Context: an optimization exercise on an open-source flow, tuned for a short achievable clock period and few clock cycles. The choices shown serve that exercise and are no tape-out recipe. Function was checked by simulation only, so behaviour that the tests miss may differ from the original. No activity file was given, so power comes from the tool's default toggle rates.

quartz:
==> flow/design.v <==
module core(
  input        clk,
  input        rst,
  output [31:0]instr_addr,
  input  [31:0]instr_data,
  output [31:0]ram_raddr,
  input  [31:0]ram_rdata,
  output [31:0]ram_waddr,
  output [31:0]ram_wdata,
  output       ram_we
);
localparam [6:0] OPC_IMM  = 7'b0010011;
localparam [6:0] OPC_REG  = 7'b0110011;
localparam [6:0] OPC_LD   = 7'b0000011;
localparam [6:0] OPC_ST   = 7'b0100011;
localparam [6:0] OPC_BR   = 7'b1100011;
localparam [6:0] OPC_JAL  = 7'b1101111;
localparam [6:0] OPC_JALR = 7'b1100111;
reg  [31:0]pc;
reg        d_v;
reg  [31:0]d_ir;
reg  [31:0]d_pc;
reg  [31:0]d_pred;
reg        d_hit;
reg   [1:0]d_ctr;
reg        e_v;
reg  [31:0]e_a, e_b, e_s;
reg        e_fwsl;
reg   [7:0]e_op;       
reg        e_alt;
reg   [2:0]e_f3;
reg        e_br, e_jal, e_jalr, e_ld, e_st, e_wen, e_link;
reg   [4:0]e_rd;
reg  [11:0]e_pcl;      
reg  [31:0]e_pc1;      
reg  [31:0]e_tgt;      
reg  [31:0]e_pred;     
reg  [31:0]e_pmi;      
reg        e_hit;
reg   [1:0]e_ctr;
reg        e_call, e_ret;
reg        m_wen, m_ld;
reg   [4:0]m_rd;
reg  [31:0]m_res;
reg  [31:0]m_raddr, m_waddr, m_wdata;
reg        m_we;
reg  [31:0]j_tgt;      
reg  [31:0]rf[1:31];
reg  [63:0]bt_v;
reg   [5:0]bt_tag[0:63];
reg  [11:0]bt_tgt[0:63];
reg   [1:0]bt_ctr[0:63];
reg        bt_ret[0:63];
reg  [31:0]ras;
reg        u_upd, u_taken, u_hit, u_ret, u_mis, u_jalr;
reg   [5:0]u_idx, u_tag;
reg   [1:0]u_ctr;
reg  [11:0]u_pred;
assign instr_addr = pc;
wire  [5:0]f_idx  = pc[5:0];
wire [63:0]f_match;
genvar gi;
generate
  for (gi = 0; gi < 64; gi = gi + 1) begin : g_bt
    assign f_match[gi] = bt_v[gi] && (bt_tag[gi] == pc[11:6]);
  end
endgenerate
wire       f_hit  = f_match[f_idx];
wire  [1:0]f_ctr  = bt_ctr[f_idx];
wire       f_take = f_hit && f_ctr[1];
wire [31:0]f_inc  = pc + 32'd1;
wire [31:0]f_tgt  = bt_ret[f_idx] ? ras : {pc[31:12], bt_tgt[f_idx]};
wire [31:0]f_pred = f_take ? f_tgt : f_inc;
wire  [6:0]d_opc = d_ir[6:0];
wire  [2:0]d_f3  = d_ir[14:12];
wire  [4:0]d_rd  = d_ir[11:7];
wire  [4:0]d_rs1 = d_ir[19:15];
wire  [4:0]d_rs2 = d_ir[24:20];
wire d_imm  = (d_opc == OPC_IMM);
wire d_reg  = (d_opc == OPC_REG);
wire d_ld   = (d_opc == OPC_LD);
wire d_st   = (d_opc == OPC_ST);
wire d_br   = (d_opc == OPC_BR);
wire d_jal  = (d_opc == OPC_JAL);
wire d_jalr = (d_opc == OPC_JALR);
wire d_use1 = d_imm | d_reg | d_ld | d_st | d_br | d_jalr;
wire d_use2 = d_reg | d_st | d_br;
wire d_wen  = (d_imm | d_reg | d_ld | d_jal | d_jalr) && (d_rd != 5'd0);
wire [31:0]immI = {{20{d_ir[31]}}, d_ir[31:20]};
wire [31:0]immS = {{20{d_ir[31]}}, d_ir[31:25], d_ir[11:7]};
wire [31:0]immB = {{20{d_ir[31]}}, d_ir[31], d_ir[31], d_ir[7], d_ir[30:25], d_ir[11:9]};
wire [31:0]immJ = {{12{d_ir[31]}}, d_ir[31], d_ir[31], d_ir[19:12], d_ir[20], d_ir[30:22]};
wire [31:0]m_wdat = m_ld ? ram_rdata : m_res;
wire       byp1 = m_wen && (m_rd == d_rs1);
wire       byp2 = m_wen && (m_rd == d_rs2);
wire [31:0]rv1  = byp1 ? m_wdat : (d_rs1 == 5'd0) ? 32'd0 : rf[d_rs1];
wire [31:0]rv2  = byp2 ? m_wdat : (d_rs2 == 5'd0) ? 32'd0 : rf[d_rs2];
wire       d_bimm = d_imm | d_ld | d_st | d_jalr;
wire [31:0]d_b    = !d_bimm ? rv2 : d_st ? immS : immI;
wire [31:0]d_pc1  = d_pc + 32'd1;
wire [31:0]d_tgtJ = d_pc + immJ;
wire [31:0]d_tgtB = d_pc + immB;
wire [31:0]d_tgt  = d_ir[2] ? d_tgtJ : d_tgtB;
wire e_fwd_ok = e_v && e_wen && !e_ld;
wire fw1      = e_fwd_ok && (e_rd == d_rs1);
wire fw2      = e_fwd_ok && (e_rd == d_rs2);
wire ld_haz = e_v && e_ld && e_wen &&
              ((d_use1 && (e_rd == d_rs1)) || (d_use2 && !d_st && (e_rd == d_rs2)));
wire fwsl   = e_v && e_ld && e_wen && (e_rd == d_rs2);
wire stall  = d_v && ld_haz;
wire [31:0]A = e_a;
wire [31:0]B = e_b;
wire [31:0]S = e_s;
wire [31:0]sum  = A + B;
wire [32:0]dif  = {1'b0, A} - {1'b0, B};
wire       ltu  = dif[32];
wire       lts  = (A[31] ^ B[31]) ? A[31] : ltu;
wire [31:0]shl  = A << B[4:0];
wire [31:0]shr  = A >> B[4:0];
wire signed [31:0]A_s = A;
wire [31:0]sra  = A_s >>> B[4:0];
wire [31:0]alu = ({32{e_op[0]}} & (e_alt ? dif[31:0] : sum)) |
                 ({32{e_op[1]}} & shl) |
                 ({32{e_op[2]}} & {31'b0, lts}) |
                 ({32{e_op[3]}} & {31'b0, ltu}) |
                 ({32{e_op[4]}} & (A ^ B)) |
                 ({32{e_op[5]}} & (e_alt ? sra : shr)) |
                 ({32{e_op[6]}} & (A | B)) |
                 ({32{e_op[7]}} & (A & B));
wire [31:0]e_res = e_link ? e_pc1 : alu;
wire bne  = (A != B);
wire bltu = ltu;
wire blts = lts;
wire [31:0]shmask = 32'hffffffff >> B[4:0];
wire bsh  = |(A & shmask);
reg        bx;
always @(*) begin
  case (e_f3[2:1])
    2'b00: bx = bne;
    2'b01: bx = bsh;
    2'b10: bx = blts;
    default: bx = bltu;
  endcase
end
wire       taken  = (e_f3[0] ^ ~e_f3[2]) ^ bx;
wire       e_take = e_jal | (e_br & taken);
wire       ne_seq  = (e_pred != e_pc1);
wire       ne_tgt  = (e_pred != e_tgt);
wire       ne_jalr = (A != e_pmi);
wire       e_ok    = e_v;
wire       mis_j   = e_ok && e_jalr && ne_jalr;
wire       mis_t   = e_ok && !e_jalr && e_take && ne_tgt;
wire       mis_n   = e_ok && !e_jalr && !e_take && ne_seq;
wire       mis     = mis_j | mis_t | mis_n;
assign ram_raddr = m_raddr;
assign ram_waddr = m_waddr;
assign ram_wdata = m_wdata;
assign ram_we    = m_we;
wire [11:0]u_tgt   = u_jalr ? j_tgt[11:0] : u_mis ? pc[11:0] : u_pred;
wire  [1:0]u_nctr  = !u_hit ? 2'b11 :
                     u_taken ? ((u_ctr == 2'b11) ? 2'b11 : u_ctr + 2'd1)
                             : ((u_ctr == 2'b00) ? 2'b00 : u_ctr - 2'd1);
wire       u_write = u_upd && (u_hit || u_taken);
always @(posedge clk) begin
  if (rst) begin
    pc    <= 32'd0;
    d_v   <= 1'b0;
    e_v   <= 1'b0;
    m_wen <= 1'b0;
    m_we  <= 1'b0;
    u_upd <= 1'b0;
    bt_v  <= 64'd0;
  end else begin
    if (mis_j)
      pc <= sum;
    else if (mis_t)
      pc <= e_tgt;
    else if (mis_n)
      pc <= e_pc1;
    else if (!stall)
      pc <= f_pred;
    if (mis)
      d_v <= 1'b0;
    else if (!stall)
      d_v <= 1'b1;
    e_v   <= d_v && !stall && !mis;
    m_wen <= e_ok && e_wen;
    m_we  <= e_ok && e_st;
    u_upd <= e_ok && (e_br | e_jal | e_jalr);
    if (u_write) bt_v[u_idx] <= 1'b1;
  end
  if (!stall) begin
    d_ir   <= instr_data;
    d_pc   <= pc;
    d_pred <= f_pred;
    d_hit  <= f_hit;
    d_ctr  <= f_ctr;
  end
  e_a    <= fw1 ? e_res : rv1;
  e_b    <= (fw2 && !d_bimm) ? e_res : d_b;
  e_s    <= fw2 ? e_res : rv2;
  e_fwsl <= fwsl;
  e_op   <= (d_imm | d_reg) ? (8'd1 << d_f3) : 8'd1;
  e_alt  <= (d_reg && d_ir[30]) || (d_imm && (d_f3 == 3'b101) && d_ir[30]);
  e_f3   <= d_f3;
  e_br   <= d_br;
  e_jal  <= d_jal;
  e_jalr <= d_jalr;
  e_ld   <= d_ld;
  e_st   <= d_st && (d_f3 == 3'b010);
  e_wen  <= d_wen;
  e_link <= d_jal | d_jalr;
  e_rd   <= d_rd;
  e_pcl  <= d_pc[11:0];
  e_pc1  <= d_pc1;
  e_tgt  <= d_tgt;
  e_pred <= d_pred;
  e_pmi  <= d_pred - immI;
  e_hit  <= d_hit;
  e_ctr  <= d_ctr;
  e_call <= (d_jal | d_jalr) && (d_rd == 5'd1);
  e_ret  <= d_jalr && (d_rd == 5'd0) && (d_rs1 == 5'd1);
  m_ld  <= e_ld;
  m_rd  <= e_rd;
  m_res <= e_res;
  if (e_ld) m_raddr <= sum;
  if (e_st) begin
    m_waddr <= sum;
    m_wdata <= e_fwsl ? ram_rdata : S;
  end
  if (m_wen) rf[m_rd] <= m_wdat;
  u_taken <= e_take | e_jalr;
  u_hit   <= e_hit;
  u_ctr   <= e_ctr;
  u_ret   <= e_ret;
  u_mis   <= mis;
  u_jalr  <= e_jalr;
  j_tgt   <= sum;
  u_pred  <= e_pred[11:0];
  u_idx   <= e_pcl[5:0];
  u_tag   <= e_pcl[11:6];
  if (u_write) begin
    bt_tag[u_idx] <= u_tag;
    bt_ctr[u_idx] <= u_nctr;
    bt_ret[u_idx] <= u_ret;
  end
  if (u_write && u_taken) bt_tgt[u_idx] <= u_tgt;
  if (e_ok && e_call) ras <= e_pc1;
end
endmodule
clock: 12.0 ns
lec_check: 0
abc_clock_period_in_ps: 1500
cap_margin: 20
core_margin: 2
core_utilization: 60
slew_margin: 20
standard.sh (not shown) runs the stock make flow with config.mk's settings and CLKGATE_MAP_FILE= SYNTH_SCRIPT=/design/flow/synth_recipe.tcl, a recipe that flattens the netlist after the stock synthesis.
==> flow/flow/run.sh <==
#!/bin/bash
set -euo pipefail
bash standard.sh SETUP_SLACK_MARGIN=8 finish > flow_make.log 2>&1
Testbench counts of quartz, summed over its fixed seeds: cycles 312,174.
diff inputs: quartz => zinc
# quartz
export LEC_CHECK = 0
export ABC_CLOCK_PERIOD_IN_PS = 1500
export CAP_MARGIN = 20
export CORE_MARGIN = 2
export CORE_UTILIZATION = 60
export SLEW_MARGIN = 20
create_clock -name core_clock -period 12.0 [get_ports {clk}]
# zinc
export LEC_CHECK = 0
export ABC_CLOCK_PERIOD_IN_PS = 1500
export CAP_MARGIN = 20
export CORE_MARGIN = 2
export CORE_UTILIZATION = 40
export SLEW_MARGIN = 20
create_clock -name core_clock -period 12.0 [get_ports {clk}]
Notes after the runs:
- Both conditions hold for zinc: the flow ran to the end and the final layout passed the timing, DRC and antenna checks.
- Fraction of area in registers (lower): zinc
- Re worst hold slack after final layout: quartz was higher than zinc.
- In zinc, floorplan die height is higher than in quartz.
- In zinc, the final period utilization came out 0.23 points below the value in quartz.
- Wire: zinc routes more than quartz
- Cell area (zinc vs. quartz) increases slightly
- Total power, zinc vs quartz: up slightly
- Count of non-CTS inverters in the layout: zinc lower than quartz


Setup of job 101:
core, a different RTL version from the one above (not shown whole).
Size: ~8600 cells after synthesis, about 3000 flip-flops, about 140000 sq um of cells after synthesis.
==> flow/config.mk <==
export PLATFORM = sky130hd
export DESIGN_NAME = core
export DESIGN_NICKNAME = core
export VERILOG_FILES = /design/flow/design.v
export SDC_FILE = /design/flow/constraint.sdc
export NUM_CORES = 4
export LEC_CHECK = 0
export ABC_CLOCK_PERIOD_IN_PS = 1500
export CAP_MARGIN = 20
export CORE_MARGIN = 2
export CORE_UTILIZATION = 60
export SLEW_MARGIN = 20
==> flow/constraint.sdc <==
create_clock -name core_clock -period 12.0 [get_ports {clk}]
set_input_delay 2.4000 -clock core_clock [delete_from_list [all_inputs] [get_ports {clk}]]
set_output_delay 2.4000 -clock core_clock [all_outputs]
set_load 0.01 [all_outputs]
Scripts as last shown in full above: flow/flow/run.sh
Testbench counts of job 101, summed over its fixed seeds: cycles 313,943.
### job 101 -> job 102
- swapping 60 for 50 in CORE_UTILIZATION
Notes after the runs:
Job 102 against job 101; combinational power is up by a few percent. Delta (job 102 minus job 101): final net count ~0 delta; number of non-clock buffers in the layout +16. Lower switching portion of total power was reported by job 101, not job 102. When the final numbers for job 101 and job 102 were put side by side, the remaining max-slew budget at the tightest pin turned out to be greater in job 101. met1 usage in global routing was lower in the run labelled job 102. Final hold slack delta for job 102 relative to job 101: 0.013 ns higher. When job 102 is set beside job 101, its static leakage turns out to be about 0.4% larger.
### job 102 -> job 103
- CORE_UTILIZATION changed from 50 to 45
Results
- Between job 102 and job 103, the final standard cell area without fillers figures differ only marginally.
- Relative to job 102, clock share of power has increased by 0.2 points in job 103.
- Clock-buffer cell count (lower): job 103
The following lists how job 104 was set up differently from job 103:
- CORE_UTILIZATION now 40, was 45
[summary]
Job 104 — met2 track demand over resource in global routing 4.3 points lower, job 103 as reference
For the number of non-filler instances in the completed layout, job 104 came in 4.3% higher than job 103 did.
Between job 104 and job 103, it is job 104 whose non-clock buffer count is higher, by 33.
Job 104 ended with more core area than job 103.
Going from job 103 to job 104, the sequential fraction of total cell area was found to have gone down by 0.32 points.
Job 104 ended up with a lower data arrival at the endpoint of the critical path than job 103 did.
As far as multi-input gate share of total cell area is concerned, job 104 and job 103 perform about the same.


Setup of run 4:
core, a different RTL version from the one above (not shown whole).
Size: about 3000 flip-flops, ~200 I/O pins, roughly 0.14 mm^2 of cells after synthesis.
## core
module core(
  input        clk,
  input        rst,
  output [31:0]instr_addr,
  input  [31:0]instr_data,
  output [31:0]ram_raddr,
  input  [31:0]ram_rdata,
  output [31:0]ram_waddr,
  output [31:0]ram_wdata,
  output       ram_we
);
localparam [6:0] OPC_IMM  = 7'b0010011;
localparam [6:0] OPC_REG  = 7'b0110011;
localparam [6:0] OPC_LD   = 7'b0000011;
localparam [6:0] OPC_ST   = 7'b0100011;
localparam [6:0] OPC_BR   = 7'b1100011;
localparam [6:0] OPC_JAL  = 7'b1101111;
localparam [6:0] OPC_JALR = 7'b1100111;
reg  [31:0]pc;
reg        d_v;
reg  [31:0]d_ir;
reg  [31:0]d_pc;
reg  [31:0]d_pred;
reg        d_hit;
reg   [1:0]d_ctr;
reg        e_v;
reg  [31:0]e_a, e_b, e_s;
reg        e_fw1, e_fw2, e_fws;
reg   [7:0]e_op;       
reg        e_alt;
reg   [2:0]e_f3;
reg        e_br, e_jal, e_jalr, e_ld, e_st, e_wen, e_link;
reg   [4:0]e_rd;
reg  [11:0]e_pcl;      
reg  [31:0]e_pc1;      
reg  [31:0]e_tgt;      
reg  [31:0]e_pred;     
reg  [31:0]e_pmi;      
reg        e_hit;
reg   [1:0]e_ctr;
reg        e_call, e_ret;
reg        m_wen, m_ld;
reg   [4:0]m_rd;
reg  [31:0]m_res;
reg  [31:0]m_raddr, m_waddr, m_wdata;
reg        m_we;
reg  [31:0]rf[1:31];
reg  [63:0]bt_v;
reg   [5:0]bt_tag[0:63];
reg  [11:0]bt_tgt[0:63];
reg   [1:0]bt_ctr[0:63];
reg        bt_ret[0:63];
reg  [31:0]ras;
reg        u_upd, u_taken, u_hit, u_ret, u_mis;
reg   [5:0]u_idx, u_tag;
reg   [1:0]u_ctr;
reg  [11:0]u_pred;
assign instr_addr = pc;
wire  [5:0]f_idx  = pc[5:0];
wire       f_hit  = bt_v[f_idx] && (bt_tag[f_idx] == pc[11:6]);
wire  [1:0]f_ctr  = bt_ctr[f_idx];
wire       f_take = f_hit && f_ctr[1];
wire [31:0]f_inc  = pc + 32'd1;
wire [31:0]f_pred = !f_take        ? f_inc :
                    bt_ret[f_idx]  ? ras   : {pc[31:12], bt_tgt[f_idx]};
wire  [6:0]d_opc = d_ir[6:0];
wire  [2:0]d_f3  = d_ir[14:12];
wire  [4:0]d_rd  = d_ir[11:7];
wire  [4:0]d_rs1 = d_ir[19:15];
wire  [4:0]d_rs2 = d_ir[24:20];
wire d_imm  = (d_opc == OPC_IMM);
  ...
==> flow/config.mk <==
export PLATFORM = sky130hd
export DESIGN_NAME = core
export DESIGN_NICKNAME = core
export VERILOG_FILES = /design/flow/design.v
export SDC_FILE = /design/flow/constraint.sdc
export NUM_CORES = 4
export LEC_CHECK = 0
export ABC_CLOCK_PERIOD_IN_PS = 1500
export CAP_MARGIN = 20
export CORE_MARGIN = 2
export CORE_UTILIZATION = 30
export SLEW_MARGIN = 20
==> flow/constraint.sdc <==
create_clock -name core_clock -period 12.0 [get_ports {clk}]
set_input_delay 2.4000 -clock core_clock [delete_from_list [all_inputs] [get_ports {clk}]]
set_output_delay 2.4000 -clock core_clock [all_outputs]
set_load 0.01 [all_outputs]
Scripts as last shown in full above: flow/flow/run.sh
Testbench counts of run 4, summed over its fixed seeds: cycles 313,003.
The following lists how run 5 was set up differently from run 4:
- swapping 30 for 40 in CORE_UTILIZATION
## What came out
Run 5 closes out successfully: all stages finished, all timing, DRC and antenna checks passed. Higher wire length of the first global-routing pass goes to run 4 over run 5. Taking run 4 as the reference, in run 5 time the worst path needs with I/O delays and setup dropped 0.11 ns; minimum hold slack fell by 0.055 ns. Run 4 and run 5 ended up with nearly the same via count. [compare] base=run 4 new=run 5: count of cells along the worst register-to-register path down 1; sequential power flat; static leakage flat; clock buffer count flat.

==> re-timing with driven ports <==
The flow's constraints put no driver on any port. The routed layouts listed below were extracted and timed again, unchanged, in two steps.
Step 1 (the two cells are an assumption about what drives the block):
set clk [get_ports {clk}]
set_driving_cell -lib_cell sky130_fd_sc_hd__clkbuf_16 $clk
set_driving_cell -lib_cell sky130_fd_sc_hd__buf_2 [delete_from_list [all_inputs] $clk]
Step 2 moves the port delays by t, midway between the first and last clock arrival at a register: inputs arrive t later, outputs are due t later. That takes back most of the time a late clock gives input paths.
Slacks: ideal / step 1 / step 2; pairs: ideal / step 1.
| run | t, ns | setup slack, ns | worst hold slack (ns) | cell pins on the clock port's net |
|---|---|---|---|---|
| quartz | 1.014 | 7.638 / 7.638 / 6.984 | 0.309 / 0.309 / 0.309 | 1 |
| zinc | 1.030 | 7.666 / 7.666 / 7.064 | 0.296 / 0.296 / 0.296 | 1 |
| job 101 | 1.024 | 7.502 / 7.502 / 7.099 | 0.307 / 0.307 / 0.307 | 1 |
| job 102 | 0.991 | 7.836 / 7.836 / 7.043 | 0.320 / 0.320 / 0.320 | 1 |
| job 103 | 1.022 | 7.786 / 7.785 / 7.012 | 0.260 / 0.260 / 0.260 | 1 |
| job 104 | 1.003 | 7.842 / 7.800 / 6.930 | 0.325 / 0.325 / 0.325 | 1 |
| run 4 | 1.027 | 7.422 / 7.422 / 7.053 | 0.331 / 0.331 / 0.331 | 1 |
| run 5 | 1.005 | 7.531 / 7.531 / 7.186 | 0.275 / 0.275 / 0.275 | 1 |
After both steps every run listed still meets setup and hold. For job 104, which loses most, drivers alone change the setup slack by -0.042 ns; drivers and shift together by -0.912 ns.
